Context: an optimization exercise on an open-source flow, tuned for small area and a short achievable clock period. The choices shown serve that exercise and are no tape-out recipe. Only simulation tests tie the RTL to the original design; equivalence was not proved. Power is estimated from default activity; no workload was simulated.

## fifo
module fifo #(
    DATA_WIDTH = 32,
    DEPTH      = 32,
    SKID       = 0) (
    input  logic clkIn,
    input  logic rstIn,
    input  logic wrValidIn,
    output logic wrConsentOut,
    input  logic [DATA_WIDTH-1:0] wrDataIn,
    output logic rdValidOut,
    input  logic rdConsentIn,
    output logic [DATA_WIDTH-1:0] rdDataOut);
    localparam MDEPTH = DEPTH - 1;
    localparam PW = $clog2(MDEPTH);
    localparam CW = $clog2(DEPTH + 1);
    logic [DATA_WIDTH-1:0] headR;
    logic [DATA_WIDTH-1:0] memR [0:MDEPTH-1];
    logic [PW-1:0] wrPtrR;
    logic [MDEPTH-1:0] rdSelR;
    logic [CW-1:0] countR;
    logic rdValidR, wrConsentR, oneR;
    logic wr, rd, inc, dec, wrMem, rdMem;
    logic is2, is31, is32;
    logic [PW-1:0] wrPtrInc;
    logic [CW-1:0] countInc, countDec;
    logic [DATA_WIDTH-1:0] memOut;
    assign wr  = wrValidIn & wrConsentR;
    assign rd  = rdConsentIn & rdValidR;
    assign inc = wr & ~rd;
    assign dec = rd & ~wr;
    assign wrMem = wr & rdValidR & ~(rdConsentIn & oneR);
    assign rdMem = rd & ~oneR;
    assign is2  = countR == CW'(2);
    assign is31 = countR == CW'(DEPTH - 1);
  ...
Size: about 2200 cells after synthesis, ~1100 flip-flops, about 70 I/O pins.
export LEC_CHECK = 0
export CAP_MARGIN = 20
export CORE_MARGIN = 2
export CORE_UTILIZATION = 65
export SETUP_SLACK_MARGIN = 2.3
export SLEW_MARGIN = 20
create_clock -name core_clock -period 4.5 [get_ports {clkIn}]
run.sh (not shown) runs the stock make flow with config.mk's settings and CLKGATE_MAP_FILE= SYNTH_SCRIPT=/design/flow/synth_recipe.tcl, a recipe that flattens the netlist after the stock synthesis.
Change:
CORE_UTILIZATION = 40   (was 65)
Outcome: The new run went through all stages and came out clean. Register-to-register slack gets better by 0.02 ns. Setup slack gets better by 0.018 ns. Cell count rose by 15%. Total power barely changes. Maximum frequency rose by 0.80%. Global-route usage fell by 15 points. Sequential power is about the same.

========
Another version of the RTL of fifo (not shown whole).
Size in the first run: ~2,200 cells after synthesis, roughly 1,100 flip-flops, about 70 I/O pins, about 39,000 sq um of cells after synthesis.
// fifo
module fifo #(
    DATA_WIDTH = 32,
    DEPTH      = 32,
    SKID       = 0) (
    input  logic clkIn,
    input  logic rstIn,
    input  logic wrValidIn,
    output logic wrConsentOut,
    input  logic [DATA_WIDTH-1:0] wrDataIn,
    output logic rdValidOut,
    input  logic rdConsentIn,
    output logic [DATA_WIDTH-1:0] rdDataOut);
    localparam MDEPTH = DEPTH - 1;               
    localparam NLO = 4;                          
    localparam NHI = (MDEPTH + NLO - 1) / NLO;   
    localparam LASTLO = (MDEPTH - 1) % NLO;
    localparam LASTHI = (MDEPTH - 1) / NLO;
    localparam CW = $clog2(DEPTH + 1);
    logic [DATA_WIDTH-1:0] headR;
    logic [DATA_WIDTH-1:0] memR [0:MDEPTH-1];
    logic [NLO-1:0] wrLoR;
    logic [NHI-1:0] wrHiR;
    logic [MDEPTH-1:0] rdSelR;
    logic [CW-1:0] countR;
    logic rdValidR, wrConsentR, oneR;
    logic wr, rd, inc, dec, wrMem, rdMem, wrWrap, headLoad;
    logic is2, is31, is32;
    logic [CW-1:0] countInc, countDec;
    logic [DATA_WIDTH-1:0] memOut;
    assign wr  = wrValidIn & wrConsentR;
    assign rd  = rdConsentIn & rdValidR;
    assign inc = wr & ~rd;
    assign dec = rd & ~wr;
    assign wrMem = wr & rdValidR & ~(rdConsentIn & oneR);
    assign rdMem = rd & ~oneR;
    assign wrWrap = wrLoR[LASTLO] & wrHiR[LASTHI];
    assign is2  = countR == CW'(2);
    assign is31 = countR == CW'(DEPTH - 1);
    assign is32 = countR == CW'(DEPTH);
    assign countInc = countR + 1'b1;
    assign countDec = countR - 1'b1;
    always_comb begin
        memOut = '0;
        for (int i = 0; i < MDEPTH; i++)
            memOut = memOut | (memR[i] & {DATA_WIDTH{rdSelR[i]}});
    end
  ...
clock: 4.5 ns
lec_check: 0
cap_margin: 20
core_margin: 2
core_utilization: 65
cts_cluster_diameter: 100
cts_cluster_size: 30
setup_slack_margin: 2.4
slew_margin: 20
The baseline passed the timing, design-rule and antenna checks.
==> next run, changes <==
--- a/flow/config.mk
+++ b/flow/config.mk
@@ -13 +13 @@
-export SETUP_SLACK_MARGIN = 2.4
+export SETUP_SLACK_MARGIN = 2.2
Die area stays the same.
Count of clock-buffer cells in the layout fell by 1.
Power drops by 0.84%.
==> next run, changes <==
--- a/flow/config.mk
+++ b/flow/config.mk
@@ -13 +13 @@
-export SETUP_SLACK_MARGIN = 2.2
+export SETUP_SLACK_MARGIN = 2.6
The new run completed with no timing, DRC or antenna violations.
Utilization goes up by 2.3 points.
Area after synthesis stays the same.
Routed wire length goes up by 10%.
Count of clock-buffer cells in the layout goes up by 1.
Maximum frequency goes up by 7.9%.
Die area stays the same.
Clock skew hardly moves.
==> next run, changes <==
--- a/flow/config.mk
+++ b/flow/config.mk
@@ -11,3 +11,3 @@
-export CTS_CLUSTER_DIAMETER = 100
-export CTS_CLUSTER_SIZE = 30
-export SETUP_SLACK_MARGIN = 2.6
+export CTS_CLUSTER_DIAMETER = 90
+export CTS_CLUSTER_SIZE = 28
+export SETUP_SLACK_MARGIN = 2.4
After rerunning: Design area fell by 2.3%. Total power barely changes. Worst setup slack gains 13 ps. Worst hold slack loses 39 ps. Fmax rose by about 0.6%. Area after synthesis stays the same. Clock skew stays flat.

========
The RTL this note starts from:
==> flow/design.v <==
module dp_ram #(
    DATA_WIDTH = 32,
    ADDR_WIDTH = 32) (
    input  logic clkIn,
    input  logic wrEnIn,
    input  logic [ADDR_WIDTH-1:0] wrAddrIn,
    input  logic [DATA_WIDTH-1:0] wrDataIn,
    input  logic [ADDR_WIDTH-1:0] rdAddrIn,
    output logic [DATA_WIDTH-1:0] rdDataOut);
    localparam DEPTH = 1 << ADDR_WIDTH;
    logic [DEPTH-1:0][DATA_WIDTH-1:0] dataR;
    logic [DATA_WIDTH-1:0] rdDataR;
    always @(posedge clkIn) begin
        if (wrEnIn) begin
            dataR[wrAddrIn] <= wrDataIn;
        end
        rdDataR <= dataR[rdAddrIn];
    end
    assign rdDataOut = rdDataR;
endmodule
module fifo #(
    DATA_WIDTH = 32,
    DEPTH      = 32,
    SKID       = 0) (
    input  logic clkIn,
    input  logic rstIn,
    input  logic wrValidIn,
    output logic wrConsentOut,
    input  logic [DATA_WIDTH-1:0] wrDataIn,
    output logic rdValidOut,
    input  logic rdConsentIn,
    output logic [DATA_WIDTH-1:0] rdDataOut);
    localparam MDEPTH = DEPTH - 1;               
    localparam NLO = 4;                          
    localparam NHI = (MDEPTH + NLO - 1) / NLO;   
    localparam LASTLO = (MDEPTH - 1) % NLO;
    localparam LASTHI = (MDEPTH - 1) / NLO;
    localparam CW = $clog2(DEPTH + 1);
    localparam HALF = DATA_WIDTH / 2;
    logic [DATA_WIDTH-1:0] headR;
    logic [DATA_WIDTH-1:0] memR [0:MDEPTH-1];
    logic [NLO-1:0] wrLoR, wrLoBR;
    logic [NHI-1:0] wrHiR, wrHiBR;
    logic [MDEPTH-1:0] rdSelR, rdSelBR;
    logic [CW-1:0] countR;
    logic rdValidR, wrConsentR, oneR;
    logic wr, rd, inc, dec, wrMem, rdMem, wrWrap, headLoad, consentNext;
    logic is2, is31, is32;
    logic [CW-1:0] countInc, countDec;
    logic [DATA_WIDTH-1:0] memOut;
    assign wr  = wrValidIn & wrConsentR;
    assign rd  = rdConsentIn & rdValidR;
    assign inc = wr & ~rd;
    assign dec = rd & ~wr;
    assign wrMem = wr & rdValidR & ~(rdConsentIn & oneR);
    assign rdMem = rd & ~oneR;
    assign wrWrap = wrLoR[LASTLO] & wrHiR[LASTHI];
    assign is2  = countR == CW'(2);
    assign is31 = countR == CW'(DEPTH - 1);
    assign is32 = countR == CW'(DEPTH);
    assign countInc = countR + 1'b1;
    assign countDec = countR - 1'b1;
    assign consentNext = inc ? ~is31 : (dec | ~is32);
    always_comb begin
        memOut = '0;
        for (int i = 0; i < MDEPTH; i++) begin
            memOut[HALF-1:0] = memOut[HALF-1:0] |
                (memR[i][HALF-1:0] & {HALF{rdSelR[i]}});
            memOut[DATA_WIDTH-1:HALF] = memOut[DATA_WIDTH-1:HALF] |
                (memR[i][DATA_WIDTH-1:HALF] & {(DATA_WIDTH-HALF){rdSelBR[i]}});
        end
    end
    always_ff @(posedge clkIn) begin
        if (rstIn) begin
            wrLoR      <= NLO'(1);
            wrHiR      <= NHI'(1);
            wrLoBR     <= NLO'(1);
            wrHiBR     <= NHI'(1);
            rdSelR     <= MDEPTH'(1);
            rdSelBR    <= MDEPTH'(1);
            countR     <= '0;
            rdValidR   <= 1'b0;
            wrConsentR <= 1'b0;
            oneR       <= 1'b0;
        end else begin
            if (wrMem) begin
                if (wrWrap) begin
                    wrLoR  <= NLO'(1);
                    wrHiR  <= NHI'(1);
                    wrLoBR <= NLO'(1);
                    wrHiBR <= NHI'(1);
                end else begin
                    wrLoR  <= {wrLoR[NLO-2:0], wrLoR[NLO-1]};
                    wrLoBR <= {wrLoBR[NLO-2:0], wrLoBR[NLO-1]};
                    if (wrLoR[NLO-1]) begin
                        wrHiR  <= {wrHiR[NHI-2:0], wrHiR[NHI-1]};
                        wrHiBR <= {wrHiBR[NHI-2:0], wrHiBR[NHI-1]};
                    end
                end
            end
            if (rdMem) begin
                rdSelR  <= {rdSelR[MDEPTH-2:0], rdSelR[MDEPTH-1]};
                rdSelBR <= {rdSelBR[MDEPTH-2:0], rdSelBR[MDEPTH-1]};
            end
            wrConsentR <= consentNext;
            if (inc) begin
                countR     <= countInc;
                rdValidR   <= 1'b1;
                oneR       <= ~rdValidR;
            end else if (dec) begin
                countR     <= countDec;
                rdValidR   <= ~oneR;
                oneR       <= is2;
            end
        end
    end
    assign headLoad = ~rdValidR | (rdConsentIn & oneR);
    always_ff @(posedge clkIn) begin
        if (rstIn)
            headR <= '0;
        else if (headLoad)
            headR <= wrDataIn;
        else if (rdConsentIn)
            headR <= memOut;
    end
    for (genvar i = 0; i < MDEPTH; i++) begin : g_mem
        always_ff @(posedge clkIn) begin
            if (wrConsentR && wrLoR[i % NLO] && wrHiR[i / NLO])
                memR[i][HALF-1:0] <= wrDataIn[HALF-1:0];
            if (wrConsentR && wrLoBR[i % NLO] && wrHiBR[i / NLO])
                memR[i][DATA_WIDTH-1:HALF] <= wrDataIn[DATA_WIDTH-1:HALF];
        end
    end
    assign rdValidOut = rdValidR;
    assign wrConsentOut = wrConsentR;
    assign rdDataOut = headR;
endmodule
make LEC_CHECK=0 CAP_MARGIN=20 CORE_MARGIN=2 CORE_UTILIZATION=65 CTS_CLUSTER_DIAMETER=90 CTS_CLUSTER_SIZE=28 SETUP_SLACK_MARGIN=2.5 SLEW_MARGIN=20 finish   # period 4.5 ns
Edit:
CORE_UTILIZATION = 60   (was 65)
SETUP_SLACK_MARGIN = 2.6   (was 2.5)
Outcome: The new run finished with timing, DRC and antenna clean. Combinational power went up by a little under a tenth. Wire length went up by a few percent. Setup slack degrades by 75 ps. Sequential share of layout area went down by 0.83 points. Global-route usage went down by 2.0 points. Maximum frequency went down by a few percent. Sequential power hardly moves. Critical path depth went up by 1. Clock power went down slightly. Design area went up slightly.
Edit:
CORE_UTILIZATION = 70   (was 60)
SETUP_SLACK_MARGIN = 2.5   (was 2.6)
What happened: Global-route usage rises by 5.5 points. Worst hold slack hardly moves. Sequential share of layout area rises by 0.67 points. Power is about the same. First-iteration DRC count rises by 14%.
Edit:
CORE_UTILIZATION = 65   (was 70)
SETUP_SLACK_MARGIN = 2.45   (was 2.5)
=>
- The changed run finished with timing, DRC and antenna clean
- routed wire length came out higher by 0.77%
- design area came out lower by 0.59%
- synthesized cell count is unchanged
- die area came out higher by about 8%
- hold slack is better by 3.2 ps
- total power is about the same
- clock power came out higher by about 1%
- critical path depth came out lower by 10
- worst setup slack hardly moves
- register-to-register slack is better by 20 ps
- utilization came out lower by 6.6 points

static timing again, ports no longer ideal:
The flow's constraints put no driver on any port. The routed layouts listed below were extracted and timed again, unchanged, in two steps.
Step 1 (the two cells are an assumption about what drives the block):
set clk [get_ports {clkIn}]
set_driving_cell -lib_cell sky130_fd_sc_hd__clkbuf_16 $clk
set_driving_cell -lib_cell sky130_fd_sc_hd__buf_2 [delete_from_list [all_inputs] $clk]
Step 2 also shifts input and output timing later by t, the mid clock arrival at the registers, as if the neighbouring blocks saw the same clock.
Three values: ideal, step 1, step 2; two values: the first two.
run	t, ns	slack for setup (ns)	hold slack, ns	worst register clock-pin slew, ns	worst data-port slew with drivers (ns)
the first run of note 1	0.708	2.217 / 2.164 / 1.740	0.544 / 0.544 / 0.544	0.06 / 0.06	0.11
the second run of note 1	0.734	2.235 / 2.217 / 1.624	0.520 / 0.520 / 0.520	0.07 / 0.07	0.06
the first run of note 2	0.688	2.329 / 2.267 / 1.774	0.487 / 0.487 / 0.487	0.12 / 0.12	0.09
the second run of note 2	0.676	2.119 / 2.119 / 1.645	0.530 / 0.530 / 0.530	0.12 / 0.12	0.09
the third run of note 2	0.691	2.294 / 2.231 / 1.830	0.528 / 0.528 / 0.528	0.12 / 0.12	0.13
the fourth run of note 2	0.691	2.307 / 2.245 / 1.720	0.489 / 0.489 / 0.489	0.11 / 0.11	0.09
the first run of note 3	0.692	2.460 / 2.393 / 1.874	0.484 / 0.484 / 0.484	0.11 / 0.11	0.08
the second run of note 3	0.691	2.384 / 2.317 / 1.776	0.501 / 0.501 / 0.501	0.11 / 0.11	0.08
the third run of note 3	0.688	2.393 / 2.391 / 1.747	0.503 / 0.503 / 0.503	0.11 / 0.11	0.17
the fourth run of note 3	0.703	2.393 / 2.328 / 1.748	0.507 / 0.507 / 0.507	0.11 / 0.11	0.16
After both steps every run listed still meets setup and hold. The setup slack of the third run of note 3, which loses most, moves by -0.002 ns with the drivers and by -0.646 ns with both steps.
